From an optimization exercise on the open Yosys and OpenROAD flow, aimed at small area, a short achievable clock period and few clock cycles; shortcuts taken in it are not production practice. Function was checked by simulation only, so behaviour that the tests miss may differ from the original. Power figures rest on the tool's default switching activity, not on a simulated workload.

==> flow/design.v, too long to show whole: its modules and the start of the top module <==
// module booth_mul64: 960 lines
module booth_mul64(clk, reset_n, multiplier, multiplicand, op_start, op_clear, op_done, result);
  // ...
==> flow/flow/run.sh <==
#!/bin/bash
# Layout flow: the standard flow, with the port buffers made of the
# smallest plain buffer instead of the default delay buffer, and no dummy
# loads in the clock tree.
set -o pipefail
export BUFFER_PORTS_ARGS="-buffer_cell sky130_fd_sc_hd__buf_1"
export CTS_ARGS="-sink_clustering_enable -repair_clock_nets -dont_use_dummy_load"
bash standard.sh > standard.log 2>&1
==> flow/standard.sh <==
#!/bin/bash
# synth_recipe.tcl (not shown) runs the flow's synth.tcl, then flattens the netlist and writes it again
# the make line also repeats each setting of config.mk as NAME=value (left out here)
make -C /OpenROAD-flow-scripts/flow DESIGN_CONFIG=/design/flow/config.mk WORK_HOME=/design/flow/orfs CLKGATE_MAP_FILE= SYNTH_SCRIPT=/design/flow/synth_recipe.tcl "${@:-finish}"
==> flow/config.mk <==
export PLATFORM = sky130hd
export DESIGN_NAME = booth_mul64
export DESIGN_NICKNAME = booth_mul64
export VERILOG_FILES = /design/flow/design.v
export SDC_FILE = /design/flow/constraint.sdc
export NUM_CORES = 4
export LEC_CHECK = 0
export CAP_MARGIN = 20
export CORE_MARGIN = 2
export CORE_UTILIZATION = 40
export SETUP_SLACK_MARGIN = 4.0
export SLEW_MARGIN = 20
==> flow/constraint.sdc <==
create_clock -name core_clock -period 7.0 [get_ports {clk}]
set_input_delay 1.4000 -clock core_clock [delete_from_list [all_inputs] [get_ports {clk}]]
set_output_delay 1.4000 -clock core_clock [all_outputs]
set_load 0.01 [all_outputs]
==> out/metrics.cfg, run 1 <==
[run_status]
status=complete, no violations

[grt]
grt_usage_pct=24.6
grt_pass1_vias=17700
grt_antenna_before_repair=1
grtUsageMet1_pct=32.3

[clock_network]
cts_max_level=2
postCtsSetupBuffers=7
cts_resized=59

[setup_path]
reg2reg_from=result[107]
cp_slowest_stage_delay_ns=0.62
cp.required_ns=7.45
crit_type=register to register
crit_start=result[107]
path_cells=ha_4 > nand4_1 > or4_4 > a2111oi_4 > a21o_1 > fa_1 > mux2_2

[placement]
preCtsSetupSlack_ns=3.39
placed_cells=3017

[floorplanning]
die_w_um=241
n_tap_cell=748
num_rows=86

[cells_and_area]
mostFrequentLayoutCell=xnor2_1
inv_count=89
ff_latch_area_um2=6860
stdcell_area_um2=26000
final_cells=3079
fin_util_pct=46.9

[logic_synthesis]
async_flop_share_pct=2.63
synth_top_area_cell=fa_1
synthesis.nets=2621

[sta]
tightest_slew_ns=0.781
skew_ns=0.0475

[detailed_routing]
wl_met2_um=35800

[power]
sequentialPower_mw=2.93
p_comb_mw=7.71

Testbench counts, summed over its fixed seeds: cycles 6,144.
==> inputs of run 2 (changes only) <==
==> flow/flow/run.sh (replaced) <==
#!/bin/bash
# Layout flow: the standard flow, with the port buffers made of the
# smallest plain buffer instead of the default delay buffer, and a clock tree
# of fewer, smaller buffers without dummy loads.
set -o pipefail
export BUFFER_PORTS_ARGS="-buffer_cell sky130_fd_sc_hd__buf_1"
export CTS_ARGS="-sink_clustering_enable -repair_clock_nets -dont_use_dummy_load -buf_list {sky130_fd_sc_hd__clkbuf_8 sky130_fd_sc_hd__clkbuf_16} -sink_clustering_size 20"
bash standard.sh > standard.log 2>&1
==> run 2 against run 1 <==
Effect of this change:
- non-clock buffer count is the same
- combinational power is essentially flat
- worst hold slack is the same
- critical endpoint unchanged
- largest power group unchanged
==> out/metrics.cfg, run 2 <==
[setup_path]
cpMaxStageDelayCell=or4_4
crit_family=simple AND/OR/NAND/NOR gates
rr_worst_depth=7
critPathLaunchType=register
critPathMaxFanout=5
worst-path-buf-inv=0
cp_slowest_stage_delay_ns=0.62  ; about the same
end_kind=register
ff2ff_setup_slack_ns=3.99
reg2reg_from=result[107]
timing.rr.end=result[119]
path_cells=ha_4 > nand4_1 > or4_4 > a2111oi_4 > a21o_1 > fa_1 > mux2_2
worstPathArrival_ns=3.45
cp.required_ns=7.45  ; about the same
crit_type=register to register

[floorplanning]
fp.dieH_um=241
die_w_um=241  ; unchanged
dieArea_um2=58200
initial_utilization_pct=40.7
core-area_um2=55300
num_rows=86  ; unchanged
pin_count=261

[cells_and_area]
mostFrequentLayoutCell=xnor2_1
insertedDiodeCount=0
fin_nets=2805
final_cell_mix=287 x xnor2_1, 260 x buf_1, 254 x fa_1
drive_gt1_share_pct=11.9
area_delta_synth_final_pct=15.4

[logic_synthesis]
ys.flop_type=dfxtp_1
synthTopCellsByArea=fa_1 23%, dfxtp_1 21%, xnor2_1 11%
yosys_warnings=1
synth_cell_types=61
synth_common_cells=287 x xnor2_1, 255 x fa_1, 232 x dfxtp_1
async_flop_share_pct=2.63  ; unchanged
synth_seq_area_share_pct=30.1
yosys.cell_count.top_type=xnor2_1
synth-edff-count=64
synthCells=2149
synth_top_cell_area_share_pct=22.7
synthesis.nets=2621  ; unchanged
avgSynthCellArea_um2=10.5
synth-seq-cells=304
synth_top_area_cell=fa_1
syn_area_um2=22500

[power]
leakage_nw=9.82
power_density_nw_per_um2=475
power_mw=12.3
vdd_drop_max_v=0.000287

[run_status]
status=complete, no violations

[flow_run]
maxCapViolCount=0

[clock_network]
numClockSinks=304
numCtsBuffers=38
clock_latency_ns=0.57
cts_tree=done
cts_max_level=2  ; unchanged
cts-hold-fix-buffers=0
ctsLongestPathBuffers=3
clk_pin_slew_ns=0.05
clock-root-buffer=clkbuf_16

[grt]
grt_antenna_before_repair=1  ; unchanged
overflow=0
grt_usage_pct=24.6  ; unchanged
grt_pass1_wl_um=109000
grt_max_degree=87
grt_pass1_vias=17700  ; unchanged

[min_path]
hold_end=cnt[0]
holdPathStages=1
holdCritStartpoint=cnt[0]
worstHoldPathType=register to register

[detailed_routing]
antenna_left=0
wl_per_cell_um=23.6
drt_wl_total_um=72800
first_pass_iters=6
num_vias=17400
first_iter_violations=1582
viasPerCell=5.64
drc=0

[placement]
place_congestion=0.913
dpl.hpwl_um=52900
preCtsSetupSlack_ns=3.39  ; unchanged
port_buffers=260

[sta]
clock.fmax_ghz=0.332
fin_crit_ns=3.01
tightest_slew_ns=0.781  ; unchanged
tns_ns=0
setup_viol=0
skew_ns=0.0475  ; unchanged
rsz0062_at_grt=yes
worst_slack_ns=3.99
finalHoldViolCount=0
relSlewSlack_pct=46.4
post-route-period-util_pct=43.0
maxSlewViolCount=0

## run 2: cell counts in the layout (fill, tap and decap cells not counted)
Identical to the previous run, type by type.
## run 2: cell families after synthesis
family | count (synthesis) | synth area share (%)
compound gates | 488 | 14.3
simple gates | 390 | 8.56
fa+ha+maj | 340 | 27.4
xor+xnor | 315 | 12.3
flops | 304 | 30.1
buf+inv | 250 | 4.30
mux | 62 | 3.07
## run 2: worst max-delay path by stage
| stage | start | to | slack, ns | depth (start not counted) |
|---|---|---|---|---|
| 4_1_cts | bone0[3] | result[93] | 3.97 | 8 |
| 3_5_place_dp | first | result[93] | 3.39 | 7 |
| 3_3_place_gp | bone0[2] | result[93] | 3.41 | 7 |
| 6_report | result[107] | result[119] | 3.99 | 7 |
| 2_1_floorplan | bneg0[2] | result[93] | 3.97 | 8 |
| 5_1_grt | C[37] | result[126] | 3.91 | 11 |
## run 2: per-layer routing
layer  share of wire [%]  global-route usage (%)  wire length (um)  vias up
li1                    -                       -                 -     7725
met1                  41                    32.3             29800     8833
met2                  49                    41.9             35800      671
met3                 6.3                    3.50              4610      131
met4                 3.5                    8.02              2560        2
met5               0.018                       0                13        -
## run 2: cell type report
type / count / area, um2
flip-flops and latches: 304 / 6860
fillers: 5283 / 29300
clock buffers: 38 / 951
repair buffers: 305 / 1520
multi-input cells: 1595 / 15400
inverters: 89 / 334
well taps: 748 / 936
## run 2: worst register-to-register path: cells and delay by family, from the launching register on
family,cells,cell delay (ns)
mux,1,0.27
fa+ha+maj,2,0.75
simple gates,2,0.83
compound gates,2,0.68
flops,1,0.36
## run 2: per-stage QoR
stage	hold slack [ns]	cell area, um2	cells	util, %
after floorplan	0.403	22500	2149	-
after global placement	0.414	24000	3017	43.3
after detailed placement	0.427	24000	3017	43.3
after CTS	0.438	25200	3062	45.6
after global routing	0.454	26000	3079	46.9
final	0.431	26000	3079	46.9
## run 2: power by group
group	internal (mW)	switching (mW)	total [mW]
Combinational	3.54	4.17	7.71
Sequential	2.31	0.613	2.93
Clock	0.949	0.744	1.69
Total	6.80	5.53	12.3
## run 2: repair_timing
item / 4_1_cts / 5_1_grt
gates resized for setup: 59 / 117
endpoints found under the setup margin: 135 / 81
pin swaps: 11 / 33
buffers inserted: 7 / 13
cloned: 0 / 4
==> inputs of run 3 (changes only) <==
==> flow/flow/run.sh (replaced) <==
#!/bin/bash
# Layout flow: the standard flow, with the port buffers made of the
# smallest plain buffer instead of the default delay buffer, and a clock tree
# of fewer buffers without dummy loads.
set -o pipefail
export BUFFER_PORTS_ARGS="-buffer_cell sky130_fd_sc_hd__buf_1"
export CTS_ARGS="-sink_clustering_enable -repair_clock_nets -dont_use_dummy_load -buf_list sky130_fd_sc_hd__clkbuf_16 -sink_clustering_size 22 -sink_clustering_max_diameter 110"
bash standard.sh > standard.log 2>&1
==> run 3 against run 2 <==
Effect of this change:
- wire length shrank 0.12%
- sequential power barely moved
- die area is the same
- global-route usage down 0.21 points
- still clean on timing, DRC and antenna
- clock skew fell by 0.0069 ns
- critical endpoint is now result[126]
- largest cell class unchanged
- register-to-register slack got worse by 0.03 ns
- sequential share of layout area up 0.54 points
==> out/metrics.cfg, run 3 <==
[logic_synthesis]
synth_common_cells=287 x xnor2_1, 255 x fa_1, 232 x dfxtp_1
synth_simple_gate_area_share_pct=8.56  ; unchanged
ys.flop_type=dfxtp_1
synth_xor_area_share_pct=12.3  ; unchanged
syn_area_um2=22500  ; unchanged
synthMuxAreaShare_pct=3.07  ; unchanged
synth_cell_types=61  ; unchanged
yosys_warnings=1  ; unchanged
synth-seq-cells=304  ; unchanged
synth_top_cell_area_share_pct=22.7  ; unchanged
yosys.cell_count.top_type=xnor2_1
synthTopCellsByArea=fa_1 23%, dfxtp_1 21%, xnor2_1 11%
synth_top_area_cell=fa_1
avgSynthCellArea_um2=10.5  ; unchanged
synth_adder_area_share_pct=27.4  ; unchanged
async_flop_share_pct=2.63  ; unchanged
synth_seq_area_share_pct=30.1  ; unchanged
synth_top_family_by_area=adder cells
synth_compound_area_share_pct=14.3  ; unchanged
synthCells=2149  ; unchanged
synth-edff-count=64  ; unchanged
synthesis.nets=2621  ; unchanged

[setup_path]
crit_family=compound AO/OA/AOI/OAI gates
end_kind=register
crit_type=register to register
cp_slowest_stage_delay_ns=0.45  ; -0.17 ns
crit_cells=11  ; +4
cp.required_ns=7.41  ; -0.04 ns
worstPathArrival_ns=3.45  ; about the same
ff2ff_setup_slack_ns=3.96  ; -0.03 ns
critPathMaxFanout=5  ; unchanged
critPathCapture=result[126]
crit_start=C[37]
rr_worst_depth=11  ; +4
reg2reg_from=C[37]
worst-path-buf-inv=0  ; unchanged
cpMaxStageDelayCell=a221o_2
timing.rr.end=result[126]
critPathLaunchType=register
path_cells=ha_2 > nor4_2 > nand3_1 > a21oi_2 > a31oi_4 > a211o_1 > a21o_1 > a221o_2 > a211oi_2 > xor2_1 > a21oi_1

[cells_and_area]
drive_gt1_share_pct=11.0  ; -0.97 points
ff_latch_area_um2=6870  ; about the same
fin_nets=2784  ; -0.75%
fillers=5353  ; +1.3%
multiInputGateArea_um2=15300  ; -0.21%
insertedDiodeCount=0  ; unchanged
area_delta_synth_final_pct=13.2
final_cell_mix=287 x xnor2_1, 260 x buf_1, 255 x fa_1
mostFrequentLayoutCell=xnor2_1

[detailed_routing]
viasPerCell=5.66  ; +0.42%
wl_per_cell_um=23.8  ; +0.57%
drc=0  ; unchanged
first_iter_violations=1684  ; +6.4%
num_vias=17300  ; -0.26%
drt_wl_total_um=72700  ; -0.12%
first_pass_iters=6  ; unchanged
antenna_left=0  ; unchanged

[floorplanning]
die_w_um=241  ; unchanged
fp.dieH_um=241  ; unchanged
pin_count=261  ; unchanged
dieArea_um2=58200  ; unchanged
core-area_um2=55300  ; unchanged
num_rows=86  ; unchanged
initial_utilization_pct=40.7  ; unchanged

[grt]
grt_max_degree=87  ; unchanged
overflow=0  ; unchanged
grt_antenna_before_repair=1  ; unchanged
grt_usage_pct=24.4  ; -0.21 points
grt_pass1_vias=17500  ; -0.72%
grt_pass1_wl_um=108000  ; -0.36%

[run_status]
status=complete, no violations

[placement]
dpl.hpwl_um=52900  ; unchanged
place_congestion=0.913  ; unchanged
port_buffers=260  ; unchanged
preCtsSetupSlack_ns=3.39  ; unchanged

[clock_network]
cts_max_level=1  ; -1
numClockSinks=304  ; unchanged
numCtsBuffers=19  ; -50%
clock-root-buffer=clkbuf_16
cts-hold-fix-buffers=0  ; unchanged
cts_tree=done
clk_pin_slew_ns=0.09  ; +0.04 ns
clock_latency_ns=0.55  ; -0.02 ns
ctsLongestPathBuffers=3  ; unchanged

[sta]
setup_viol=0  ; unchanged
rsz0062_at_grt=yes
skew_ns=0.0406  ; -0.00686 ns
maxSlewViolCount=0  ; unchanged
tns_ns=0  ; unchanged
clock.fmax_ghz=0.329  ; -0.88%
post-route-period-util_pct=43.4  ; +0.38 points
relSlewSlack_pct=46.3  ; -0.091 points
worst_slack_ns=3.96  ; -0.0266 ns
finalHoldViolCount=0  ; unchanged
tightest_slew_ns=0.805  ; +0.0237 ns
fin_crit_ns=3.04  ; +0.0266 ns

[flow_run]
maxCapViolCount=0  ; unchanged

[power]
p_clk_share_pct=9.5  ; -4.2 points
seq_power_share_pct=24.8  ; +1.1 points
combPwrFrac_pct=65.6  ; +3.1 points
leakage_nw=9.56  ; -2.6%
p_int_mw=6.32  ; -7.1%
vdd_drop_max_v=0.000209  ; -27%
swShare_pct=46.2  ; +1.3 points
power_density_nw_per_um2=461  ; -3.0%
switchingPower_mw=5.42  ; -2.0%

[min_path]
worstHoldPathType=register to register

-- run 3: cell types whose count changed in the layout (fill, tap and decap cells not counted), moves of 2 or more --
cell       change
a21oi_1        +2
a21oi_2        -2
buf_12         +2
buf_4          -3
clkbuf_16     -19
dfxtp_1        -3
dfxtp_2        +2
-- run 3: layout make-up --
class	instances	share of cell area [%]
multi-input combinational	1595	60.2
sequential	304	27.0
timing repair buffer	303	6.00
tap	748	3.67
clock buffer	19	1.87
inverter	89	1.31
-- run 3: worst reg2reg max path: stages (launching register included) --
cell and delay (ns):
dfxtp_1 0.37, ha_2 0.25, nor4_2 0.30, nand3_1 0.14, a21oi_2 0.23, a31oi_4 0.16, a211o_1 0.29, a21o_1 0.21
a221o_2 0.45, a211oi_2 0.26, xor2_1 0.17, a21oi_1 0.08
-- run 3: kinds of logic after synthesis --
group                      count (synthesis)
muxes                                     62
AOI/OAI and AO/OA                        488
DFF                                      304
xor gates and xnor gates                 315
adders and majority gates                340
and+or+nand+nor                          390
buffers and inverters                    250
-- run 3: repair_timing --
| action | CTS | global route |
|---|---|---|
| gates cloned | 0 | 4 |
| setup buffers | 9 | 9 |
| setup endpoints to repair | 126 | 111 |
| gates resized for setup | 77 | 93 |
| pin swaps | 12 | 27 |
-- run 3: worst min-delay path by stage --
stage          depth (start not counted)      to   start  slack [ns]
2_1_floorplan                          1  cnt[0]  cnt[0]        0.40
3_3_place_gp                           1  cnt[0]  cnt[0]        0.41
3_5_place_dp                           1  cnt[0]  cnt[0]        0.43
4_1_cts                                1  cnt[0]  cnt[0]        0.44
5_1_grt                                1  cnt[0]  cnt[0]        0.46
6_report                               1  cnt[0]  cnt[0]        0.44
-- run 3: power groups by stage --
stage	combinational, mW	clock [mW]	sequential (mW)
CTS	7.51	1.15	2.87
floorplan	5.12	0	2.70
global placement	7.19	0	2.86
finish	7.70	1.12	2.91
global route	8.61	1.20	2.97
detailed placement	7.27	0	2.88
-- run 3: metal layers --
layer	share of wire, %	global-route usage [%]	vias to the layer above	wire length [um]
li1	-	-	7685	-
met4	3.6	7.41	2	2640
met3	5.6	2.33	127	4070
met5	0.033	0	-	24
met2	50	42.0	698	36100
met1	41	32.6	8804	29900
-- run 3: per-stage QoR --
stage | std cells | power [mW] | hold slack (ns) | cell area (um2) | util [%]
floorplan | 2149 | 7.83 | 0.403 | 22500 | -
finish | 3058 | 11.7 | 0.445 | 25500 | 46.0
CTS | 3045 | 11.5 | 0.442 | 24900 | 45.0
global placement | 3017 | 10.0 | 0.414 | 24000 | 43.3
detailed placement | 3017 | 10.2 | 0.427 | 24000 | 43.3
global route | 3058 | 12.8 | 0.460 | 25500 | 46.0
==> inputs of run 4 (changes only) <==
--- a/flow/config.mk
+++ b/flow/config.mk
@@ -10,3 +10,3 @@
 export CORE_UTILIZATION = 40
-export SETUP_SLACK_MARGIN = 4.0
+export SETUP_SLACK_MARGIN = 4.2
 export SLEW_MARGIN = 20
==> run 4 against run 3 <==
Effect of this change:
- setup slack worse by 0.0034 ns
- sequential power hardly changed
- final cell count is 4.1% higher
- clock-buffer cell count stayed put
- clock skew is 0.019 ns higher
- highest routed layer is now met4
- first-iteration DRC count is 14% higher
- worst hold slack worse by 0.0068 ns
- still clean on timing, DRC and antenna
- synthesized area stayed put
- via count is 6.3% higher
- fmax is 0.11% lower
==> out/metrics.cfg, run 4 <==
[sta]
rsz0062_at_grt=yes
tightest_slew_ns=0.887  ; +0.0823 ns
finalHoldViolCount=0  ; unchanged
fin_crit_ns=3.04  ; +0.00342 ns
tns_ns=0  ; unchanged
maxSlewViolCount=0  ; unchanged
setup_viol=0  ; unchanged
clock.fmax_ghz=0.329  ; -0.11%
post-route-period-util_pct=43.4  ; +0.049 points
skew_ns=0.0600  ; +0.0193 ns
relSlewSlack_pct=40.8  ; -5.6 points

[logic_synthesis]
synth_cell_types=61  ; unchanged
synth_top_area_cell=fa_1
async_flop_share_pct=2.63  ; unchanged
ys.flop_type=dfxtp_1
synthesis.nets=2621  ; unchanged
synth-seq-cells=304  ; unchanged
synth_seq_area_share_pct=30.1  ; unchanged
yosys.cell_count.top_type=xnor2_1
yosys_warnings=1  ; unchanged
synth-edff-count=64  ; unchanged
syn_area_um2=22500  ; unchanged
synthTopCellsByArea=fa_1 23%, dfxtp_1 21%, xnor2_1 11%
avgSynthCellArea_um2=10.5  ; unchanged
synthCells=2149  ; unchanged
synth_top_cell_area_share_pct=22.7  ; unchanged
synth_common_cells=287 x xnor2_1, 255 x fa_1, 232 x dfxtp_1

[clock_network]
numCtsBuffers=19  ; unchanged
clk_pin_slew_ns=0.11  ; +0.02 ns
clock_latency_ns=0.57  ; +0.02 ns
ctsLongestPathBuffers=3  ; unchanged
cts_max_level=1  ; unchanged
clock-root-buffer=clkbuf_16
cts_tree=done
cts-hold-fix-buffers=0  ; unchanged
numClockSinks=304  ; unchanged

[setup_path]
crit_top_cell=nand4_1
cpMaxStageDelayCell=fa_1
crit_family=simple AND/OR/NAND/NOR gates
cp.required_ns=7.44  ; +0.03 ns
crit_type=register to register
worstPathArrival_ns=3.48  ; +0.03 ns
worst-path-buf-inv=0  ; unchanged
critPathMaxFanout=4  ; -1
path_cells=ha_4 > nand4_1 > nor2_2 > nand4_1 > a31oi_4 > a211o_1 > a21o_1 > fa_1 > mux2_2
ff2ff_setup_slack_ns=3.96  ; about the same
cp_slowest_stage_delay_ns=0.43  ; -0.02 ns
end_kind=register
critPathLaunchType=register
crit_cells=9  ; -2
rr_worst_depth=9  ; -2

[placement]
port_buffers=260  ; unchanged
place_area_um2=23900  ; about the same
place_congestion=0.925  ; +1.3%
dpl.hpwl_um=52700  ; -0.35%

[min_path]
holdPathStages=1  ; unchanged
worstHoldPathType=register to register

[detailed_routing]
first_pass_iters=5  ; -1
first_iter_violations=1923  ; +14%
drt_wl_total_um=80800  ; +11%
num_vias=18400  ; +6.3%
antenna_left=0  ; unchanged
wl_per_cell_um=25.4  ; +6.7%
viasPerCell=5.78  ; +2.1%
drc=0  ; unchanged

[power]
power_density_nw_per_um2=451  ; -2.2%
power_mw=13.0  ; +11%
leakage_nw=10.8  ; +13%
vdd_drop_max_v=0.000249  ; +19%

[floorplanning]
num_rows=86  ; unchanged
pin_count=261  ; unchanged
dieArea_um2=58200  ; unchanged
core-area_um2=55300  ; unchanged
fp.dieH_um=241  ; unchanged
die_w_um=241  ; unchanged
initial_utilization_pct=40.7  ; unchanged

[grt]
grt_pass1_wl_um=113000  ; +4.4%
overflow=0  ; unchanged
grt_pass1_vias=18100  ; +3.4%
grt_usage_pct=25.9  ; +1.5 points
grt_max_degree=107  ; +23%
grt_antenna_before_repair=1  ; unchanged

[cells_and_area]
multiInputGateArea_um2=16800  ; +9.5%
fillers=4873  ; -9.0%
final_cell_mix=260 x buf_1, 250 x xnor2_1, 174 x fa_1
drive_gt1_share_pct=29.6  ; +19 points
insertedDiodeCount=0  ; unchanged
fin_nets=2908  ; +4.5%
mostFrequentLayoutCell=buf_1
ff_latch_area_um2=6950  ; +1.2%
stdcell_area_um2=28800  ; +13%
area_delta_synth_final_pct=28.0

[run_status]
status=complete, no violations

[flow_run]
maxCapViolCount=0  ; unchanged

run 4: cell counts after synthesis:
Identical to the previous run, type by type.
run 4: power breakdown:
part,internal [mW],switching (mW)
combinational,4.30,4.66
clock,0.485,0.630
sequential,2.33,0.571
total,7.11,5.87
run 4: cells by family (layout without fill, tap and decap cells):
group | count (synthesis) | in the layout | synth area share (%)
AOI/OAI and AO/OA | 488 | 488 | 14.3
and+or+nand+nor | 390 | 390 | 8.56
adders and majority gates | 340 | 340 | 27.4
xor gates and xnor gates | 315 | 315 | 12.3
DFF | 304 | 304 | 30.1
buffers and inverters | 250 | 535 | 4.30
muxes | 62 | 62 | 3.07
run 4: path summary, 6_finish.rpt:
path,from,endpoint
max in group asynchronous,reset_n,first
max reg2reg,C[46],result[119]
min in group asynchronous,reset_n,st_done
max,C[46],result[119]
min reg2reg,cnt[0],cnt[0]
min,cnt[0],cnt[0]
run 4: layout make-up:
cell class	count	share of cell area (%)
inverters	89	1.32
well taps	748	3.25
clock buffers	19	1.65
flip-flops and latches	304	24.1
repair buffers	427	11.4
multi-input cells	1595	58.3
run 4: per-stage QoR:
step | hold slack (ns) | utilization [%] | instances | setup WS (ns)
6_report | 0.438 | 52.1 | 3182 | 3.96
4_1_cts | 0.438 | 47.3 | 3075 | 3.96
5_1_grt | 0.452 | 52.1 | 3182 | 3.87
3_3_place_gp | 0.415 | 43.3 | 3015 | 3.44
2_1_floorplan | 0.403 | - | 2149 | 3.97
3_5_place_dp | 0.422 | 43.3 | 3015 | 3.37
run 4: timing repair:
action,in CTS,in global routing
pin swaps,120,254
cloned,9,11
setup endpoints to repair,129,128
buffers inserted,32,96
gates resized for setup,249,420
run 4: layer usage:
| layer | track usage [%] | routed length [um] | vias up |
|---|---|---|---|
| met3 | 5.10 | 6510 | 226 |
| met4 | 13.0 | 4850 | 0 |
| li1 | - | - | 7944 |
| met2 | 42.1 | 38800 | 939 |
| met5 | 0 | 0 | - |
| met1 | 33.0 | 30600 | 9291 |
==> inputs of run 5 (changes only) <==
--- a/flow/config.mk
+++ b/flow/config.mk
@@ -7,2 +7,3 @@
 export LEC_CHECK = 0
+export ABC_AREA = 1
 export CAP_MARGIN = 20
@@ -10,3 +11,3 @@
 export CORE_UTILIZATION = 40
-export SETUP_SLACK_MARGIN = 4.2
+export SETUP_SLACK_MARGIN = 4.0
 export SLEW_MARGIN = 20
==> run 5 against run 4 <==
Effect of this change:
- design area is 10% lower
- total power down 10%
- combinational power is 14% lower
- wire length shrank 2.3%
- critical path depth decreased by 3
- clock skew shrank 0.0077 ns
- via count up 6.9%
- sequential power decreased by 1%
- synthesized area increased by 3.0%
- non-clock buffer count down 115
- clock power barely moved
- highest routed layer is now met5
==> out/metrics.cfg, run 5 <==
[cells_and_area]
mostFrequentLayoutCell=nand2_1
area_delta_synth_final_pct=11.5
final_cell_mix=586 x nand2_1, 317 x inv_1, 270 x xor2_1
fillers=5617  ; +15%
stdcell_area_um2=25800  ; -10%
multiInputGateArea_um2=14700  ; -12%
fin_util_pct=45.0  ; -7.1 points
fin_nets=3328  ; +14%
drive_gt1_share_pct=5.78  ; -24 points
ff_latch_area_um2=6800  ; -2.2%

[setup_path]
cp.required_ns=7.44  ; about the same
timing.rr.end=C[26]
critPathMaxFanout=62  ; +58
reg2reg_from=first
critPathLaunchType=register
end_kind=register
ff2ff_setup_slack_ns=4.05  ; +0.09 ns
rr_worst_depth=6  ; -3
crit_type=register to register
worstPathArrival_ns=3.39  ; -0.09 ns

[min_path]
holdPathStages=1  ; unchanged
holdCritStartpoint=cnt[0]
hold_end=cnt[0]
worstHoldPathType=register to register

[logic_synthesis]
syn_area_um2=23200  ; +3.0%
synth_cell_types=46  ; -25%
avgSynthCellArea_um2=8.78  ; -16%
synth_top_cell_area_share_pct=22.0  ; -0.66 points
synth_seq_area_share_pct=29.2  ; -0.87 points
synthCells=2640  ; +23%
async_flop_share_pct=2.63  ; unchanged
synth_top_area_cell=fa_1
synth-edff-count=64  ; unchanged
synthTopCellsByArea=fa_1 22%, dfxtp_1 20%, xor2_1 10%
synthesis.nets=3112  ; +19%
yosys.cell_count.top_type=nand2_1
ys.flop_type=dfxtp_1
synth_common_cells=587 x nand2_1, 325 x inv_1, 271 x xor2_1
synth-seq-cells=304  ; unchanged
yosys_warnings=1  ; unchanged

[flow_run]
maxCapViolCount=0  ; unchanged

[sta]
tns_ns=0  ; unchanged
post-route-period-util_pct=42.1  ; -1.3 points
fin_crit_ns=2.95  ; -0.0887 ns
rsz0062_at_grt=yes
maxSlewViolCount=0  ; unchanged
setup_viol=0  ; unchanged
skew_ns=0.0523  ; -0.00769 ns
relSlewSlack_pct=33.7  ; -7.1 points
tightest_slew_ns=0.984  ; +0.0964 ns
finalHoldViolCount=0  ; unchanged
clock.fmax_ghz=0.339  ; +3.0%

[detailed_routing]
viasPerCell=5.43  ; -6.0%
drt_wl_total_um=78900  ; -2.3%
wl_per_cell_um=21.8  ; -14%
antenna_left=0  ; unchanged
first_iter_violations=1803  ; -6.2%
drc=0  ; unchanged
num_vias=19700  ; +6.9%
first_pass_iters=7  ; +2

[grt]
grt_pass1_wl_um=119000  ; +5.6%
overflow=0  ; unchanged
grt_antenna_before_repair=2  ; +1
grt_pass1_vias=19900  ; +9.5%
grt_usage_pct=25.8  ; -0.13 points
grt_max_degree=65  ; -39%

[floorplanning]
dieArea_um2=59900  ; +2.9%
die_w_um=245  ; +1.5%
initial_utilization_pct=40.3  ; -0.36 points
num_rows=88  ; +2.3%
core-area_um2=57500  ; +3.9%
fp.dieH_um=245  ; +1.5%
pin_count=261  ; unchanged

[clock_network]
clk_pin_slew_ns=0.09  ; -0.02 ns
cts_max_level=1  ; unchanged
clock_latency_ns=0.56  ; about the same
numCtsBuffers=19  ; unchanged
ctsLongestPathBuffers=3  ; unchanged
clock-root-buffer=clkbuf_16
cts_tree=done
numClockSinks=304  ; unchanged
cts-hold-fix-buffers=0  ; unchanged

[placement]
port_buffers=260  ; unchanged
place_area_um2=24800  ; +3.5%
dpl.hpwl_um=58000  ; +10%
place_congestion=0.936  ; +1.2%

[power]
power_density_nw_per_um2=451  ; about the same
leakage_nw=12.4  ; +15%
vdd_drop_max_v=0.000223  ; -10%

[run_status]
status=complete, no violations

-- run 5: metal layers --
layer | vias to the layer above | global-route usage (%) | share of wire [%]
met5 | - | 0 | 0.019
met4 | 2 | 8.41 | 3.7
met3 | 138 | 4.43 | 8.7
met2 | 924 | 42.3 | 46
met1 | 9680 | 34.7 | 41
li1 | 8924 | - | -
-- run 5: power by group --
part	total, mW	internal, mW	switching (mW)
Clock	1.12	0.485	0.631
Sequential	2.86	2.29	0.562
Combinational	7.68	3.21	4.47
-- run 5: worst max path at each step --
stage,endpoint,from
3_5_place_dp,C[36],bneg1[0]
5_1_grt,C[26],first
3_3_place_gp,C[36],bneg1[0]
2_1_floorplan,C[10],bneg0[0]
6_report,C[26],first
4_1_cts,C[24],bone0[0]
-- run 5: kinds of logic after synthesis --
kind of cell	share of synthesized area [%]
flip-flops	29.2
buffers and inverters	7.65
AO/OA/AOI/OAI	11.2
adder cells (fa/ha/maj)	26.6
XOR/XNOR	10.4
AND/OR/NAND/NOR	14.9
-- run 5: repair_timing --
item | in CTS | in global routing
pin swaps | 0 | 13
setup endpoints to repair | 179 | 78
buffers inserted | 22 | 8
gates resized for setup | 26 | 32
cloned | 8 | 1
-- run 5: cell type report --
| class | instances | area share (%) |
|---|---|---|
| Antenna cell | 1 | 0.00968 |
| Inverter | 337 | 5.03 |
| Multi-Input combinational cell | 1874 | 57.0 |
| Clock buffer | 19 | 1.84 |
| Tap cell | 765 | 3.70 |
| Timing Repair inverter | 8 | 0.223 |
| Sequential cell | 304 | 26.3 |
| Timing Repair Buffer | 312 | 5.89 |
-- run 5: metrics by stage --
stage / hold WS [ns] / cells / power, mW / setup slack [ns]
2_1_floorplan: 0.395 / 2640 / 8.03 / 4.15
3_3_place_gp: 0.424 / 3561 / 10.1 / 3.29
3_5_place_dp: 0.428 / 3561 / 10.3 / 3.21
4_1_cts: 0.448 / 3610 / 11.6 / 4.00
5_1_grt: 0.463 / 3620 / 12.8 / 3.97
6_report: 0.452 / 3620 / 11.7 / 4.05
-- run 5: worst max-delay path: stages, from the launching register on --
cell      delay (ns)
dfrtp_2         0.40
clkbuf_8        0.32
nor2_1          0.34
fa_1            0.49
fa_1            0.52
fa_1            0.49
a32o_1          0.22
==> inputs of run 6 (changes only) <==
--- a/flow/config.mk
+++ b/flow/config.mk
@@ -7,6 +7,5 @@
 export LEC_CHECK = 0
-export ABC_AREA = 1
 export CAP_MARGIN = 20
 export CORE_MARGIN = 2
-export CORE_UTILIZATION = 40
+export CORE_UTILIZATION = 55
 export SETUP_SLACK_MARGIN = 4.0
==> run 6 against run 5 <==
Effect of this change:
- still clean
- worst hold slack worse by 0.0054 ns
- final cell count is 21% lower
- via count is 12% lower
- non-clock buffer count is 2 lower
- first-iteration DRC count is 17% lower
- clock-buffer cell count is 1 lower
- setup slack worse by 0.036 ns
- sequential share of layout area is 0.92 points higher
- total power is 0.35% higher
- clock skew is 0.0082 ns lower
- sequential power is 2% higher
==> out/metrics.cfg, run 6 <==
[power]
p_int_mw=6.35  ; +6.0%
power_density_nw_per_um2=461  ; +2.3%
swShare_pct=45.7  ; -2.9 points
combPwrFrac_pct=65.8  ; about the same
vdd_drop_max_v=0.000277  ; +24%
seq_power_share_pct=25.0  ; +0.5 points
leakage_nw=9.63  ; -22%
switchingPower_mw=5.35  ; -5.6%
p_clk_share_pct=9.2  ; -0.4 points

[sta]
worst_slack_ns=4.01  ; -0.0358 ns
tightest_slew_ns=0.855  ; -0.129 ns
post-route-period-util_pct=42.7  ; +0.51 points
rsz0062_at_grt=yes
setup_viol=0  ; unchanged
worst_hold_slack_ns=0.447  ; -0.00545 ns
skew_ns=0.0440  ; -0.00823 ns
clock.fmax_ghz=0.335  ; -1.2%
maxSlewViolCount=0  ; unchanged
tns_ns=0  ; unchanged
relSlewSlack_pct=43.0  ; +9.3 points
finalHoldViolCount=0  ; unchanged
fin_crit_ns=2.99  ; +0.0358 ns

[detailed_routing]
viasPerCell=6.06  ; +11%
first_pass_iters=6  ; -1
antenna_left=0  ; unchanged
drc=0  ; unchanged
first_iter_violations=1500  ; -17%
num_vias=17300  ; -12%
drt_wl_total_um=69300  ; -12%
wl_per_cell_um=24.3  ; +12%

[clock_network]
ctsLongestPathBuffers=3  ; unchanged
numCtsBuffers=18  ; -1
cts-hold-fix-buffers=0  ; unchanged
clk_pin_slew_ns=0.09  ; about the same
cts_tree=done
cts_max_level=1  ; unchanged
clock_latency_ns=0.55  ; about the same
numClockSinks=304  ; unchanged
clock-root-buffer=clkbuf_16

[run_status]
status=complete, no violations

[grt]
grt_antenna_before_repair=1  ; -1
overflow=0  ; unchanged
grt_max_degree=87  ; +34%
grt_usage_pct=31.9  ; +6.1 points
grt_pass1_wl_um=103000  ; -14%
grt_pass1_vias=17000  ; -15%

[logic_synthesis]
synthesis.nets=2621  ; -16%
syn_area_um2=22500  ; -2.9%
avgSynthCellArea_um2=10.5  ; +19%
synth-seq-cells=304  ; unchanged
synth_top_cell_area_share_pct=22.7  ; +0.66 points
synth-edff-count=64  ; unchanged
synth_common_cells=287 x xnor2_1, 255 x fa_1, 232 x dfxtp_1
yosys_warnings=1  ; unchanged
synth_top_area_cell=fa_1
ys.flop_type=dfxtp_1
synth_cell_types=61  ; +33%
async_flop_share_pct=2.63  ; unchanged
synth_seq_area_share_pct=30.1  ; +0.87 points
synthTopCellsByArea=fa_1 23%, dfxtp_1 21%, xnor2_1 11%
yosys.cell_count.top_type=xnor2_1
synthCells=2149  ; -19%

[min_path]
holdCritStartpoint=cnt[0]
worstHoldPathType=register to register

[placement]
place_congestion=0.915  ; -2.2%
dpl.hpwl_um=50100  ; -14%
port_buffers=260  ; unchanged
preCtsSetupSlack_ns=3.39  ; +0.178 ns

[cells_and_area]
fin_nets=2790  ; -16%
multiInputGateArea_um2=15400  ; +4.6%
final_cell_mix=286 x xnor2_1, 260 x buf_1, 255 x fa_1
area_delta_synth_final_pct=12.7
drive_gt1_share_pct=12.4  ; +6.6 points
ff_latch_area_um2=6900  ; +1.5%
fillers=3481  ; -38%
insertedDiodeCount=0  ; -1
mostFrequentLayoutCell=xnor2_1

[floorplanning]
pin_count=261  ; unchanged
die_w_um=206  ; -16%
num_rows=74  ; -16%
initial_utilization_pct=55.4  ; +15 points
dieArea_um2=42500  ; -29%
fp.dieH_um=206  ; -16%
core-area_um2=40600  ; -29%

[setup_path]
cp.required_ns=7.40  ; -0.04 ns
critPathMaxFanout=4  ; -94%
worstPathArrival_ns=3.39  ; about the same
critPathLaunchType=register
end_kind=register
crit_start=C[19]
crit_type=register to register
reg2reg_from=C[19]

[flow_run]
maxCapViolCount=0  ; unchanged

-- run 6: changes by cell type in the layout (fill, tap and decap cells not counted), moves of 50 or more --
cell | previous run | this run
xor2_1 | 270 | 28
mux2_2 | 0 | 55
xnor2_1 | 4 | 286
o22ai_1 | 245 | 123
nand2_1 | 586 | 159
nor2_1 | 139 | 21
inv_1 | 317 | 86
nor2b_1 | 0 | 64
o21ai_0 | 39 | 89
a22oi_1 | 0 | 128
and2_1 | 0 | 52
dfxtp_1 | 220 | 167
-- run 6: cell type report --
class / instances / share of cell area [%]
Tap cell: 532 / 2.63
Multi-Input combinational cell: 1595 / 60.8
Clock buffer: 18 / 1.78
Timing Repair Buffer: 310 / 6.30
Inverter: 89 / 1.32
Sequential cell: 304 / 27.2
-- run 6: worst paths after layout --
kind                               endpoint  slack [ns]  cells after the start
worst min register to register       cnt[0]        0.45                      1
worst min-delay path                 cnt[0]        0.45                      1
worst max-delay path            result[119]        4.01                      9
min in group asynchronous           st_busy        0.77                      1
worst max register to register  result[119]        4.01                      9
max in group asynchronous             first        5.87                      1
-- run 6: power by group through the flow --
stage	registers [mW]	logic, mW	clock network, mW
after floorplan	2.70	5.12	0
after global placement	2.88	7.04	0
after detailed placement	2.89	7.12	0
after CTS	2.88	7.34	1.10
after global routing	2.98	8.65	1.14
final	2.93	7.70	1.07
-- run 6: kinds of logic after synthesis --
| logic type | after synthesis | share of synthesized area, % |
|---|---|---|
| AOI/OAI and AO/OA | 488 | 14.3 |
| muxes | 62 | 3.07 |
| buffers and inverters | 250 | 4.30 |
| and+or+nand+nor | 390 | 8.56 |
| adders and majority gates | 340 | 27.4 |
| DFF | 304 | 30.1 |
| xor gates and xnor gates | 315 | 12.3 |
-- run 6: metal layers --
metal	global-route usage (%)	vias up	share of wire [%]
li1	-	7707	-
met3	3.37	114	6.3
met2	52.3	682	48
met5	0	-	0.019
met1	45.4	8747	43
met4	8.52	2	3.0
-- run 6: through the flow --
step | cell area [um2] | util (%) | total power [mW] | cells
floorplan | 22500 | - | 7.83 | 2149
global placement | 23700 | 58.3 | 9.92 | 2801
detailed placement | 23700 | 58.3 | 10.0 | 2801
CTS | 24600 | 60.6 | 11.3 | 2831
global route | 25400 | 62.4 | 12.8 | 2848
finish | 25400 | 62.4 | 11.7 | 2848
-- run 6: what timing repair did --
item                                    in CTS  in global routing
cloned                                       0                  3
setup buffers                               12                 14
resized for setup                           82                130
pin swaps                                   19                 32
endpoints found under the setup margin     126                 55
-- run 6: critical path, stage by stage, from the launching register on --
cell	delay [ns]
dfxtp_1	0.36
ha_4	0.30
and4_4	0.26
nand2_2	0.11
nor4_4	0.35
o21ai_4	0.15
a2111oi_4	0.38
a21o_4	0.22
fa_1	0.42
mux2_4	0.27
==> inputs of run 7 (changes only) <==
--- a/flow/config.mk
+++ b/flow/config.mk
@@ -7,2 +7,3 @@
 export LEC_CHECK = 0
+export ABC_AREA = 1
 export CAP_MARGIN = 20
==> run 7 against run 6 <==
Effect of this change:
- via count grew 14%
- final cell count up 19%
- total power shrank 1.6%
- synthesized cell count rose by 23%
- clock skew decreased by 0.0042 ns
- setup slack improved by 0.055 ns
- synthesized area rose by 3.0%
- first-iteration DRC count grew 34%
- critical path type unchanged
- critical endpoint is now C[52]
- highest routed layer unchanged
==> out/metrics.cfg, run 7 <==
[run_status]
status=complete, no violations

[sta]
setup_viol=0  ; unchanged
relSlewSlack_pct=32.9  ; -10 points
clock.fmax_ghz=0.341  ; +1.9%
worst_slack_ns=4.07  ; +0.0546 ns
fin_crit_ns=2.93  ; -0.0546 ns
tns_ns=0  ; unchanged
tightest_slew_ns=1.01  ; +0.152 ns
skew_ns=0.0399  ; -0.00418 ns
finalHoldViolCount=0  ; unchanged
post-route-period-util_pct=41.9  ; -0.78 points
maxSlewViolCount=0  ; unchanged
rsz0062_at_grt=yes

[logic_synthesis]
synth_cell_types=46  ; -25%
synth-edff-count=64  ; unchanged
yosys.cell_count.top_type=nand2_1
avgSynthCellArea_um2=8.78  ; -16%
ys.flop_type=dfxtp_1
synthCells=2640  ; +23%
synthTopCellsByArea=fa_1 22%, dfxtp_1 20%, xor2_1 10%
synth_xor_area_share_pct=10.4  ; -1.9 points
synth_top_cell_area_share_pct=22.0  ; -0.66 points
synthesis.nets=3112  ; +19%
synth_simple_gate_area_share_pct=14.9  ; +6.3 points
async_flop_share_pct=2.63  ; unchanged
synth-seq-cells=304  ; unchanged
synth_top_area_cell=fa_1
synthMuxAreaShare_pct=0  ; -3.1 points
synth_top_family_by_area=adder cells
synth_seq_area_share_pct=29.2  ; -0.87 points
syn_area_um2=23200  ; +3.0%
synth_adder_area_share_pct=26.6  ; -0.80 points
yosys_warnings=1  ; unchanged
synth_compound_area_share_pct=11.2  ; -3.1 points
synth_common_cells=587 x nand2_1, 325 x inv_1, 271 x xor2_1

[setup_path]
cpMaxStageDelayCell=fa_1
critPathMaxFanout=32  ; +28
path_cells=buf_4 > o22ai_1 > xor2_1 > fa_1 > fa_1 > fa_1 > a32o_1
crit_top_cell=fa_1
crit_type=register to register
end_kind=register
worstPathArrival_ns=3.35  ; -0.04 ns
cp_slowest_stage_delay_ns=0.54  ; +0.12 ns
critPathLaunchType=register
cp.required_ns=7.42  ; +0.02 ns
ff2ff_setup_slack_ns=4.07  ; +0.05 ns

[placement]
dpl.hpwl_um=55100  ; +9.9%
placed_cells=3333  ; +19%
place_area_um2=24500  ; +3.4%
place_congestion=0.929  ; +1.5%
preCtsSetupSlack_ns=3.60  ; +0.209 ns
port_buffers=260  ; unchanged

[flow_run]
maxCapViolCount=0  ; unchanged

[grt]
grt_max_degree=82  ; -5.7%
grt_pass1_wl_um=116000  ; +13%
grt_usage_pct=34.7  ; +2.7 points
grt_antenna_before_repair=1  ; unchanged
overflow=0  ; unchanged
grt_pass1_vias=19500  ; +15%

[detailed_routing]
wl_met3_um=6900  ; +58%
drc=0  ; unchanged
num_vias=19700  ; +14%
antenna_left=0  ; unchanged
met1Wirelength_um=30400  ; +2.3%
first_pass_iters=6  ; unchanged
drt_wl_total_um=75700  ; +9.2%
wl_per_cell_um=22.4  ; -8.1%
top_layer_used=met5
wl_met2_um=35700  ; +7.7%
viasPerCell=5.81  ; -4.0%
first_iter_violations=2011  ; +34%

[cells_and_area]
fin_nets=3320  ; +19%
stdcell_area_um2=25500  ; +0.55%
drive_gt1_share_pct=5.80  ; -6.6 points
insertedDiodeCount=0  ; unchanged
fillers=3780  ; +8.6%
final_cells=3385  ; +19%
area_delta_synth_final_pct=10.0
final_cell_mix=585 x nand2_1, 314 x inv_1, 269 x xor2_1
mostFrequentLayoutCell=nand2_1

[clock_network]
numCtsBuffers=18  ; unchanged
cts_max_level=1  ; unchanged
cts-hold-fix-buffers=0  ; unchanged
ctsLongestPathBuffers=3  ; unchanged
numClockSinks=304  ; unchanged
clock-root-buffer=clkbuf_16
clk_pin_slew_ns=0.09  ; about the same
cts_tree=done
clock_latency_ns=0.55  ; about the same

[power]
leakage_nw=12.3  ; +28%
vdd_drop_max_v=0.000346  ; +25%
power_density_nw_per_um2=452  ; -2.1%

[floorplanning]
fp.dieH_um=209  ; +1.5%
initial_utilization_pct=55.5  ; +0.14 points
dieArea_um2=43800  ; +2.9%
pin_count=261  ; unchanged
num_rows=75  ; +1.4%
die_w_um=209  ; +1.5%
core-area_um2=41800  ; +2.7%

[min_path]
worstHoldPathType=register to register

run 7: changes by cell type after synthesis, sizes merged, moves of 67 or more:
cell,delta
a22oi,-129
inv,+244
nand2,+444
nor2,+122
o21ai,-67
o22ai,+128
xnor2,-283
xor2,+243
run 7: worst paths after layout:
kind                           from      end  cells past startpoint
setup / recovery           btwo1[1]    C[52]                      7
hold / removal               cnt[0]   cnt[0]                      1
setup reg to reg           btwo1[1]    C[52]                      7
max in group asynchronous   reset_n  st_busy                      1
hold reg to reg              cnt[0]   cnt[0]                      1
min in group asynchronous   reset_n    first                      1
run 7: final cells by class:
type	count	area (um2)	share of cell area, %
repair buffers	308	1490	5.84
inverters	337	1300	5.09
flip-flops and latches	304	6800	26.7
multi-input cells	1873	14700	57.8
clock buffers	18	450	1.77
well taps	539	674	2.65
repair inverters	6	45.0	0.177
run 7: cell families (layout without fill, tap and decap cells):
| family | count (synthesis) | after routing |
|---|---|---|
| AO/OA/AOI/OAI | 411 | 411 |
| XOR/XNOR | 275 | 275 |
| adder cells (fa/ha/maj) | 340 | 340 |
| buffers and inverters | 463 | 669 |
| flip-flops | 304 | 304 |
| AND/OR/NAND/NOR | 847 | 847 |
run 7: stage by stage:
step	utilization (%)	hold WS [ns]	power (mW)
after floorplan	-	0.395	8.03
after global placement	58.7	0.422	10.1
after detailed placement	58.7	0.425	10.2
after CTS	60.5	0.438	11.5
after global routing	61.1	0.461	12.6
final	61.1	0.438	11.5
run 7: what timing repair did:
action | CTS | global route
buffers inserted | 20 | 8
resized for setup | 22 | 41
endpoints found under the hold margin | 0 | 0
gates cloned | 6 | 0
pin swaps | 0 | 12
setup endpoints to repair | 97 | 89
run 7: power breakdown:
part	leakage (nW)	internal [mW]	switching, mW
Sequential	2.71	2.29	0.537
Combinational	9.37	3.18	4.42
Clock	0.222	0.461	0.621
Total	12.3	5.93	5.58
run 7: routing by layer:
metal | track usage (%) | up-vias
li1 | - | 8930
met1 | 45.9 | 9619
met2 | 57.4 | 973
met3 | 7.29 | 155
met4 | 10.5 | 2
met5 | 0 | -
run 7: worst max-delay path: cells and delay by family (launching register included):
family / cells / cell delay, ns
compound gates: 2 / 0.43
fa+ha+maj: 3 / 1.47
buf+inv: 1 / 0.39
xor+xnor: 1 / 0.18
flops: 1 / 0.33
==> inputs of run 8 (changes only) <==
--- a/flow/config.mk
+++ b/flow/config.mk
@@ -10,3 +10,3 @@
 export CORE_MARGIN = 2
-export CORE_UTILIZATION = 55
+export CORE_UTILIZATION = 65
 export SETUP_SLACK_MARGIN = 4.0
==> run 8 against run 7 <==
Effect of this change:
- non-clock buffer count is 5 lower
- first-iteration DRC count grew 22%
- global-route usage up 4.9 points
- sequential share of layout area rose by 0.18 points
- via count up 2.9%
- die area is 15% lower
- combinational power grew 0.8%
- still clean
- register-to-register slack worse by 0.02 ns
- total power rose by 0.34%
==> out/metrics.cfg, run 8 <==
[run_status]
status=complete, no violations

[sta]
tightest_slew_ns=0.974  ; -0.0332 ns
rsz0062_at_grt=yes
setup_viol=0  ; unchanged
finalHoldViolCount=0  ; unchanged
maxSlewViolCount=0  ; unchanged
skew_ns=0.0542  ; +0.0143 ns
post-route-period-util_pct=42.2  ; +0.36 points
clock.fmax_ghz=0.338  ; -0.84%
tns_ns=0  ; unchanged
fin_crit_ns=2.96  ; +0.0250 ns
relSlewSlack_pct=35.1  ; +2.2 points
worst_slack_ns=4.04  ; -0.0250 ns

[setup_path]
crit_type=register to register
path_cells=inv_1 > buf_8 > o22ai_2 > xor2_2 > fa_1 > fa_1 > fa_1 > nand2_1 > inv_1
critPathLaunchType=register
critPathMaxFanout=32  ; unchanged
cpMaxStageDelayCell=fa_1
reg2reg_from=bone0[0]
crit_family=adder cells
worst-path-buf-inv=3  ; +2
end_kind=register
crit_top_cell=fa_1
cp.required_ns=7.47  ; +0.05 ns
cp_slowest_stage_delay_ns=0.63  ; +0.09 ns
ff2ff_setup_slack_ns=4.04  ; -0.02 ns
worstPathArrival_ns=3.43  ; +0.08 ns
crit_start=bone0[0]

[power]
seq_power_share_pct=24.4  ; -0.2 points
power_density_nw_per_um2=457  ; +1.1%
swShare_pct=48.7  ; +0.18 points
vdd_drop_max_v=0.000265  ; -23%
switchingPower_mw=5.62  ; +0.71%
combPwrFrac_pct=66.3  ; +0.3 points
p_int_mw=5.93  ; about the same
p_clk_share_pct=9.3  ; about the same
leakage_nw=12.3  ; -0.26%

[placement]
place_congestion=0.957  ; +3.0%
preCtsSetupSlack_ns=3.60  ; -0.00486 ns
port_buffers=260  ; unchanged
dpl.hpwl_um=53100  ; -3.7%
placed_cells=3257  ; -2.3%

[cells_and_area]
final_cells=3302  ; -2.5%
mostFrequentLayoutCell=nand2_1
multiInputGateArea_um2=14700  ; -0.26%
fin_util_pct=71.7  ; +11 points
final_cell_mix=586 x nand2_1, 315 x inv_1, 267 x xor2_1
ff_latch_area_um2=6800  ; about the same
area_delta_synth_final_pct=9.18
fin_nets=3315  ; -0.15%
insertedDiodeCount=0  ; unchanged
drive_gt1_share_pct=5.17  ; -0.62 points
fillers=2838  ; -25%

[clock_network]
cts_max_level=1  ; unchanged
ctsLongestPathBuffers=3  ; unchanged
clock_latency_ns=0.56  ; about the same
numClockSinks=304  ; unchanged
clk_pin_slew_ns=0.09  ; about the same
clock-root-buffer=clkbuf_16
numCtsBuffers=18  ; unchanged
cts_tree=done

[logic_synthesis]
synth-seq-cells=304  ; unchanged
synthTopCellsByArea=fa_1 22%, dfxtp_1 20%, xor2_1 10%
synthCells=2640  ; unchanged
yosys.cell_count.top_type=nand2_1
synthesis.nets=3112  ; unchanged
synth_seq_area_share_pct=29.2  ; unchanged
async_flop_share_pct=2.63  ; unchanged
synth_common_cells=587 x nand2_1, 325 x inv_1, 271 x xor2_1
ys.flop_type=dfxtp_1
synth_top_cell_area_share_pct=22.0  ; unchanged
synth-edff-count=64  ; unchanged
synth_top_area_cell=fa_1
yosys_warnings=1  ; unchanged
avgSynthCellArea_um2=8.78  ; unchanged
syn_area_um2=23200  ; unchanged
synth_cell_types=46  ; unchanged

[detailed_routing]
drc=0  ; unchanged
first_iter_violations=2450  ; +22%
drt_wl_total_um=73200  ; -3.4%
viasPerCell=6.14  ; +5.5%
num_vias=20300  ; +2.9%
antenna_left=0  ; unchanged
first_pass_iters=7  ; +1
wl_per_cell_um=22.2  ; -0.98%

[grt]
grt_max_degree=76  ; -7.3%
grt_usage_pct=39.5  ; +4.9 points
overflow=0  ; unchanged
grt_pass1_wl_um=112000  ; -3.8%
grt_antenna_before_repair=0  ; -1
grt_pass1_vias=19900  ; +2.4%

[floorplanning]
dieArea_um2=37200  ; -15%
core-area_um2=35300  ; -15%
pin_count=261  ; unchanged
fp.dieH_um=193  ; -7.9%
num_rows=69  ; -8.0%
die_w_um=193  ; -7.9%
initial_utilization_pct=65.6  ; +10 points

[min_path]
worstHoldPathType=register to register
holdCritStartpoint=cnt[0]

[flow_run]
maxCapViolCount=0  ; unchanged

[run 8: cell counts after synthesis]
Identical to the previous run, type by type.
[run 8: final cells by class]
| cell class | instances | area share, % |
|---|---|---|
| Clock buffer | 18 | 1.78 |
| Inverter | 337 | 5.10 |
| Multi-Input combinational cell | 1873 | 58.1 |
| Sequential cell | 304 | 26.9 |
| Tap cell | 461 | 2.28 |
| Timing Repair Buffer | 303 | 5.71 |
| Timing Repair inverter | 6 | 0.178 |
[run 8: path summary, 6_finish.rpt]
path                           end  cells after the start
setup / recovery              C[7]                      9
hold / removal              cnt[0]                      1
setup reg to reg              C[7]                      9
hold reg to reg             cnt[0]                      1
max in group asynchronous    first                      1
min in group asynchronous  st_done                      1
[run 8: kinds of logic after synthesis]
logic type      after synthesis  share of synthesized area (%)
compound gates              411                           11.2
xor+xnor                    275                           10.4
fa+ha+maj                   340                           26.6
buf+inv                     463                           7.65
flops                       304                           29.2
simple gates                847                           14.9
[run 8: repair_timing]
action,4_1_cts,5_1_grt
endpoints found under the setup margin,117,101
gates cloned,6,0
pin swaps,0,5
gates resized for setup,22,29
setup buffers,15,6
hold buffers,0,0
hold endpoints to repair,0,0
[run 8: routing by layer]
layer	global-route usage [%]	up-vias	share of wire [%]
met5	0	-	0
met4	15.6	0	4.8
met3	9.31	283	11
met2	63.9	1365	47
met1	51.5	9708	37
li1	-	8902	-
[run 8: power by group through the flow]
stage	Sequential [mW]	Combinational (mW)	Clock (mW)
after floorplan	2.72	5.31	0
final	2.82	7.66	1.07
after detailed placement	2.83	7.38	0
after global placement	2.82	7.16	0
after global routing	2.86	8.61	1.13
after CTS	2.80	7.52	1.09
[run 8: per-stage QoR]
| step | area (um2) | hold WS (ns) | total power, mW |
|---|---|---|---|
| after detailed placement | 24400 | 0.427 | 10.2 |
| final | 25300 | 0.448 | 11.6 |
| after floorplan | 23200 | 0.395 | 8.03 |
| after CTS | 25100 | 0.438 | 11.4 |
| after global placement | 24400 | 0.421 | 9.98 |
| after global routing | 25300 | 0.468 | 12.6 |
==> inputs of run 9 (changes only) <==
--- a/flow/config.mk
+++ b/flow/config.mk
@@ -10,4 +10,4 @@
 export CORE_MARGIN = 2
-export CORE_UTILIZATION = 65
-export SETUP_SLACK_MARGIN = 4.0
+export CORE_UTILIZATION = 40
+export SETUP_SLACK_MARGIN = 4.2
 export SLEW_MARGIN = 20
==> run 9 against run 8 <==
Effect of this change:
- via count is 2.1% lower
- core utilization is 25 points lower
- sequential power hardly changed
- first-iteration DRC count is 36% lower
- global-route usage is 13 points lower
- final cell count is 10% higher
- synthesized cell count stayed put
- design area is 5.5% higher
- clock power is 8% higher
- largest cell class unchanged
- largest power group unchanged
- highest routed layer unchanged
==> out/metrics.cfg, run 9 <==
[run_status]
status=complete, no violations

[setup_path]
cp.required_ns=7.40  ; -0.07 ns
end_kind=register
cp_slowest_stage_delay_ns=0.53  ; -0.10 ns
rr_worst_depth=9  ; unchanged
critPathLaunchType=register
ff2ff_setup_slack_ns=4.09  ; +0.05 ns
crit_type=register to register
cpMaxStageDelayCell=fa_1
crit_top_cell=fa_1
path_cells=clkinvlp_4 > buf_12 > o22ai_1 > xor2_1 > fa_1 > fa_1 > fa_1 > nand2_1 > o21ai_0
critPathMaxFanout=16  ; -50%
worstPathArrival_ns=3.31  ; -0.12 ns

[clock_network]
numClockSinks=304  ; unchanged
numCtsBuffers=20  ; +2
clock_latency_ns=0.56  ; about the same
cts_max_level=1  ; unchanged
clock-root-buffer=clkbuf_16
ctsLongestPathBuffers=3  ; unchanged
cts_tree=done
clk_pin_slew_ns=0.09  ; about the same

[cells_and_area]
final_cell_mix=586 x nand2_1, 294 x inv_1, 260 x buf_1
insertedDiodeCount=0  ; unchanged
fillers=5565  ; +96%
ff_latch_area_um2=6830  ; +0.52%
area_delta_synth_final_pct=15.2
fin_nets=3342  ; +0.81%
drive_gt1_share_pct=10.3  ; +5.1 points
multiInputGateArea_um2=15200  ; +3.1%
mostFrequentLayoutCell=nand2_1
stdcell_area_um2=26700  ; +5.5%

[sta]
clock.fmax_ghz=0.344  ; +1.7%
finalHoldViolCount=0  ; unchanged
worst_hold_slack_ns=0.451  ; +0.00296 ns
tightest_slew_ns=1.07  ; +0.0987 ns
post-route-period-util_pct=41.5  ; -0.71 points
tns_ns=0  ; unchanged
skew_ns=0.0449  ; -0.00932 ns
fin_crit_ns=2.91  ; -0.0496 ns
maxSlewViolCount=0  ; unchanged
rsz0062_at_grt=yes
setup_viol=0  ; unchanged
relSlewSlack_pct=28.5  ; -6.6 points

[logic_synthesis]
synth_seq_area_share_pct=29.2  ; unchanged
synth_common_cells=587 x nand2_1, 325 x inv_1, 271 x xor2_1
synth_top_area_cell=fa_1
synth_cell_types=46  ; unchanged
ys.flop_type=dfxtp_1
syn_area_um2=23200  ; unchanged
avgSynthCellArea_um2=8.78  ; unchanged
synthCells=2640  ; unchanged
synthTopCellsByArea=fa_1 22%, dfxtp_1 20%, xor2_1 10%
yosys_warnings=1  ; unchanged
async_flop_share_pct=2.63  ; unchanged
synthesis.nets=3112  ; unchanged
synth_top_cell_area_share_pct=22.0  ; unchanged
synth-edff-count=64  ; unchanged
yosys.cell_count.top_type=nand2_1
synth-seq-cells=304  ; unchanged

[power]
p_clk_share_pct=9.8  ; +0.5 points
vdd_drop_max_v=0.000214  ; -19%
seq_power_share_pct=24.3  ; about the same
leakage_nw=12.5  ; +2.1%
switchingPower_mw=5.67  ; +0.77%
p_int_mw=6.08  ; +2.6%
swShare_pct=48.2  ; -0.44 points
combPwrFrac_pct=65.9  ; -0.4 points
power_density_nw_per_um2=440  ; -3.6%

[floorplanning]
num_rows=88  ; +28%
dieArea_um2=59900  ; +61%
core-area_um2=57500  ; +63%
initial_utilization_pct=40.3  ; -25 points
fp.dieH_um=245  ; +27%
pin_count=261  ; unchanged
die_w_um=245  ; +27%

[min_path]
worstHoldPathType=register to register
holdPathStages=1  ; unchanged

[detailed_routing]
drt_wl_total_um=80800  ; +10%
antenna_left=0  ; unchanged
first_iter_violations=1556  ; -36%
first_pass_iters=9  ; +2
drc=0  ; unchanged
num_vias=19800  ; -2.1%
wl_per_cell_um=22.2  ; +0.39%
viasPerCell=5.46  ; -11%

[flow_run]
maxCapViolCount=0  ; unchanged

[grt]
grt_max_degree=72  ; -5.3%
grt_antenna_before_repair=0  ; unchanged
grt_usage_pct=26.1  ; -13 points
overflow=0  ; unchanged
grt_pass1_vias=19900  ; -0.025%
grt_pass1_wl_um=120000  ; +7.3%

[placement]
place_congestion=0.955  ; -0.24%
port_buffers=260  ; unchanged
place_area_um2=24800  ; +1.5%
dpl.hpwl_um=58400  ; +10%

run 9: cell counts after synthesis:
No cell type changed its count.
run 9: power by group through the flow:
| stage | combinational (mW) | clock (mW) | sequential, mW |
|---|---|---|---|
| CTS | 7.58 | 1.18 | 2.85 |
| global placement | 7.20 | 0 | 2.86 |
| detailed placement | 7.35 | 0 | 2.86 |
| floorplan | 5.31 | 0 | 2.72 |
| finish | 7.74 | 1.16 | 2.85 |
| global route | 8.74 | 1.23 | 2.90 |
run 9: cell type report:
| type | instances | share of cell area, % |
|---|---|---|
| tap | 765 | 3.59 |
| inverter | 337 | 4.92 |
| timing repair inverter | 8 | 0.225 |
| sequential | 304 | 25.6 |
| multi-input combinational | 1873 | 56.8 |
| timing repair buffer | 326 | 7.02 |
| clock buffer | 20 | 1.87 |
run 9: per-layer routing:
layer | GRT usage [%] | routed length [um] | vias up | part of all wire [%]
li1 | - | - | 8947 | -
met1 | 34.5 | 32600 | 9663 | 40
met2 | 42.8 | 37700 | 1065 | 47
met3 | 5.64 | 7790 | 165 | 9.6
met4 | 8.07 | 2710 | 0 | 3.4
met5 | 0 | 0 | - | 0
run 9: per-stage QoR:
| step | cells | total power [mW] | util, % | setup slack [ns] |
|---|---|---|---|---|
| 2_1_floorplan | 2640 | 8.03 | - | 4.17 |
| 4_1_cts | 3624 | 11.6 | 45.3 | 4.15 |
| 5_1_grt | 3633 | 12.9 | 46.4 | 4.02 |
| 6_report | 3633 | 11.7 | 46.4 | 4.09 |
| 3_5_place_dp | 3560 | 10.2 | 43.1 | 3.53 |
| 3_3_place_gp | 3560 | 10.1 | 43.1 | 3.62 |
run 9: what timing repair did:
item                                    CTS  global route
endpoints found under the setup margin  214           118
resized for setup                        91           132
pin swaps                                68           109
cloned                                    9             4
buffers inserted                         35             5
hold buffers                              0             0
run 9: kinds of logic after synthesis:
| kind of cell | share of synthesized area, % |
|---|---|
| and+or+nand+nor | 14.9 |
| buffers and inverters | 7.65 |
| AOI/OAI and AO/OA | 11.2 |
| adders and majority gates | 26.6 |
| DFF | 29.2 |
| xor gates and xnor gates | 10.4 |
run 9: final timing paths:
path | startpoint | endpoint
worst max-delay path | bone0[0] | result[88]
worst min-delay path | cnt[0] | cnt[0]
worst max register to register | bone0[0] | result[88]
worst min register to register | cnt[0] | cnt[0]
max in group asynchronous | reset_n | st_busy
min in group asynchronous | reset_n | st_done
run 9: critical path, delay by kind of cell, from the launching register on:
kind	cells	cell delay [ns]
AOI/OAI and AO/OA	2	0.32
xor gates and xnor gates	1	0.22
adders and majority gates	3	1.45
buffers and inverters	2	0.27
DFF	1	0.40
and+or+nand+nor	1	0.09
==> inputs of run 10 (changes only) <==
--- a/flow/config.mk
+++ b/flow/config.mk
@@ -11,3 +11,3 @@
 export CORE_UTILIZATION = 40
-export SETUP_SLACK_MARGIN = 4.2
+export SETUP_SLACK_MARGIN = 3.9
 export SLEW_MARGIN = 20
==> run 10 against run 9 <==
Effect of this change:
- still clean on timing, DRC and antenna
- register-to-register slack got worse by 0.11 ns
- flip-flop and latch count unchanged
- setup slack worse by 0.11 ns
- final cell count down 0.61%
- first-iteration DRC count is 12% higher
- clock power shrank 3%
- synthesized cell count stayed put
- critical path depth decreased by 1
- wire length decreased by 3.6%
- non-clock buffer count shrank 20
- core utilization down 1.7 points
- highest routed layer unchanged
==> out/metrics.cfg, run 10 <==
[setup_path]
worstPathArrival_ns=3.47  ; +0.16 ns
critPathMaxFanout=15  ; -1
cp.required_ns=7.45  ; +0.05 ns
critPathLaunchType=register
end_kind=register
crit_type=register to register

[sta]
rsz0062_at_grt=yes
setup_viol=0  ; unchanged
tns_ns=0  ; unchanged
tightest_slew_ns=1.05  ; -0.0252 ns
skew_ns=0.0501  ; +0.00523 ns
post-route-period-util_pct=43.1  ; +1.6 points
relSlewSlack_pct=29.5  ; +0.94 points
finalHoldViolCount=0  ; unchanged
fin_crit_ns=3.02  ; +0.111 ns
clock.fmax_ghz=0.331  ; -3.7%

[floorplanning]
core-area_um2=57500  ; unchanged
num_rows=88  ; unchanged
die_w_um=245  ; unchanged
dieArea_um2=59900  ; unchanged
pin_count=261  ; unchanged

[logic_synthesis]
synth_seq_area_share_pct=29.2  ; unchanged
avgSynthCellArea_um2=8.78  ; unchanged
ys.flop_type=dfxtp_1
synth_top_area_cell=fa_1
yosys_warnings=1  ; unchanged
synth_common_cells=587 x nand2_1, 325 x inv_1, 271 x xor2_1
synth-seq-cells=304  ; unchanged
synthCells=2640  ; unchanged
synth-edff-count=64  ; unchanged
synth_cell_types=46  ; unchanged
synth_top_cell_area_share_pct=22.0  ; unchanged
synthTopCellsByArea=fa_1 22%, dfxtp_1 20%, xor2_1 10%

[clock_network]
numClockSinks=304  ; unchanged
ctsLongestPathBuffers=3  ; unchanged
cts_max_level=1  ; unchanged
clock-root-buffer=clkbuf_16
clock_latency_ns=0.56  ; about the same
numCtsBuffers=19  ; -5.0%

[cells_and_area]
mostFrequentLayoutCell=nand2_1
ff_latch_area_um2=6790  ; -0.66%
fillers=5632  ; +1.2%
drive_gt1_share_pct=4.88  ; -5.4 points
final_cell_mix=586 x nand2_1, 317 x inv_1, 271 x xor2_1
final_cells=3611  ; -0.61%
fin_nets=3320  ; -0.66%
multiInputGateArea_um2=14700  ; -3.3%
area_delta_synth_final_pct=10.9
insertedDiodeCount=0  ; unchanged

[flow_run]
maxCapViolCount=0  ; unchanged

[placement]
place_congestion=0.936  ; -2.0%
placed_cells=3561  ; +0.028%
port_buffers=260  ; unchanged

[detailed_routing]
drc=0  ; unchanged
antenna_left=0  ; unchanged
drt_wl_total_um=77900  ; -3.6%
viasPerCell=5.44  ; -0.35%
num_vias=19700  ; -0.95%
first_pass_iters=5  ; -4
first_iter_violations=1742  ; +12%

[power]
vdd_drop_max_v=0.000225  ; +5.4%
leakage_nw=12.3  ; -1.8%
power_density_nw_per_um2=450  ; +2.2%
power_mw=11.6  ; -1.6%

[min_path]
worstHoldPathType=register to register

[run_status]
status=complete, no violations

[grt]
grt_usage_pct=25.7  ; -0.45 points
grt_antenna_before_repair=0  ; unchanged
overflow=0  ; unchanged
grt_pass1_wl_um=119000  ; -1.0%
grt_max_degree=65  ; -9.7%

run 10: cell counts after synthesis:
No cell type changed its count.
run 10: per-layer routing:
| layer | GRT usage [%] | up-vias | wire, um | part of all wire, % |
|---|---|---|---|---|
| li1 | - | 8913 | - | - |
| met1 | 34.7 | 9633 | 32600 | 42 |
| met2 | 42.1 | 973 | 36400 | 47 |
| met3 | 4.17 | 132 | 6230 | 8.0 |
| met4 | 8.11 | 0 | 2660 | 3.4 |
| met5 | 0 | - | 0 | 0 |
run 10: critical path: stages (launching register included):
cell and delay, ns:
dfxtp_1 0.48, clkinvlp_4 0.18, buf_12 0.17, o22ai_1 0.20, xor2_1 0.15, fa_1 0.48
fa_1 0.50, fa_1 0.53, a32o_1 0.23
run 10: report_power, final:
part           switching [mW]  internal, mW  leakage (nW)  total [mW]
Sequential              0.563          2.29          2.71        2.85
Combinational            4.42          3.17          9.36        7.59
Clock                   0.635         0.485         0.234        1.12
run 10: per-stage QoR:
stage	setup slack [ns]	utilization (%)	cell area [um2]
after floorplan	4.15	-	23200
after global placement	3.29	43.1	24800
after detailed placement	3.21	43.1	24800
after CTS	3.91	44.4	25500
after global routing	3.85	44.7	25700
final	3.98	44.7	25700
run 10: layout make-up:
cell class              count  area share, %
repair inverters            7          0.204
clock buffers              19           1.85
flip-flops and latches    304           26.4
repair buffers            306           5.65
well taps                 765           3.72
multi-input cells        1873           57.0
inverters                 337           5.13
run 10: what timing repair did:
item	in CTS	in global routing
setup buffers	12	12
cloned	7	0
pin swaps	0	0
endpoints found under the setup margin	118	142
gates resized for setup	18	9
run 10: path summary, 6_finish.rpt:
| check | endpoint | from | slack (ns) | cells past startpoint |
|---|---|---|---|---|
| min in group asynchronous | st_cpa | reset_n | 0.73 | 1 |
| max | C[16] | bone0[3] | 3.98 | 8 |
| min | cnt[0] | cnt[0] | 0.45 | 1 |
| min reg2reg | cnt[0] | cnt[0] | 0.45 | 1 |
| max reg2reg | C[16] | bone0[3] | 3.98 | 8 |
| max in group asynchronous | st_idle | reset_n | 5.95 | 1 |
run 10: logic make-up after synthesis:
kind of cell	share of synthesized area, %
simple gates	14.9
buf+inv	7.65
compound gates	11.2
fa+ha+maj	26.6
flops	29.2
xor+xnor	10.4
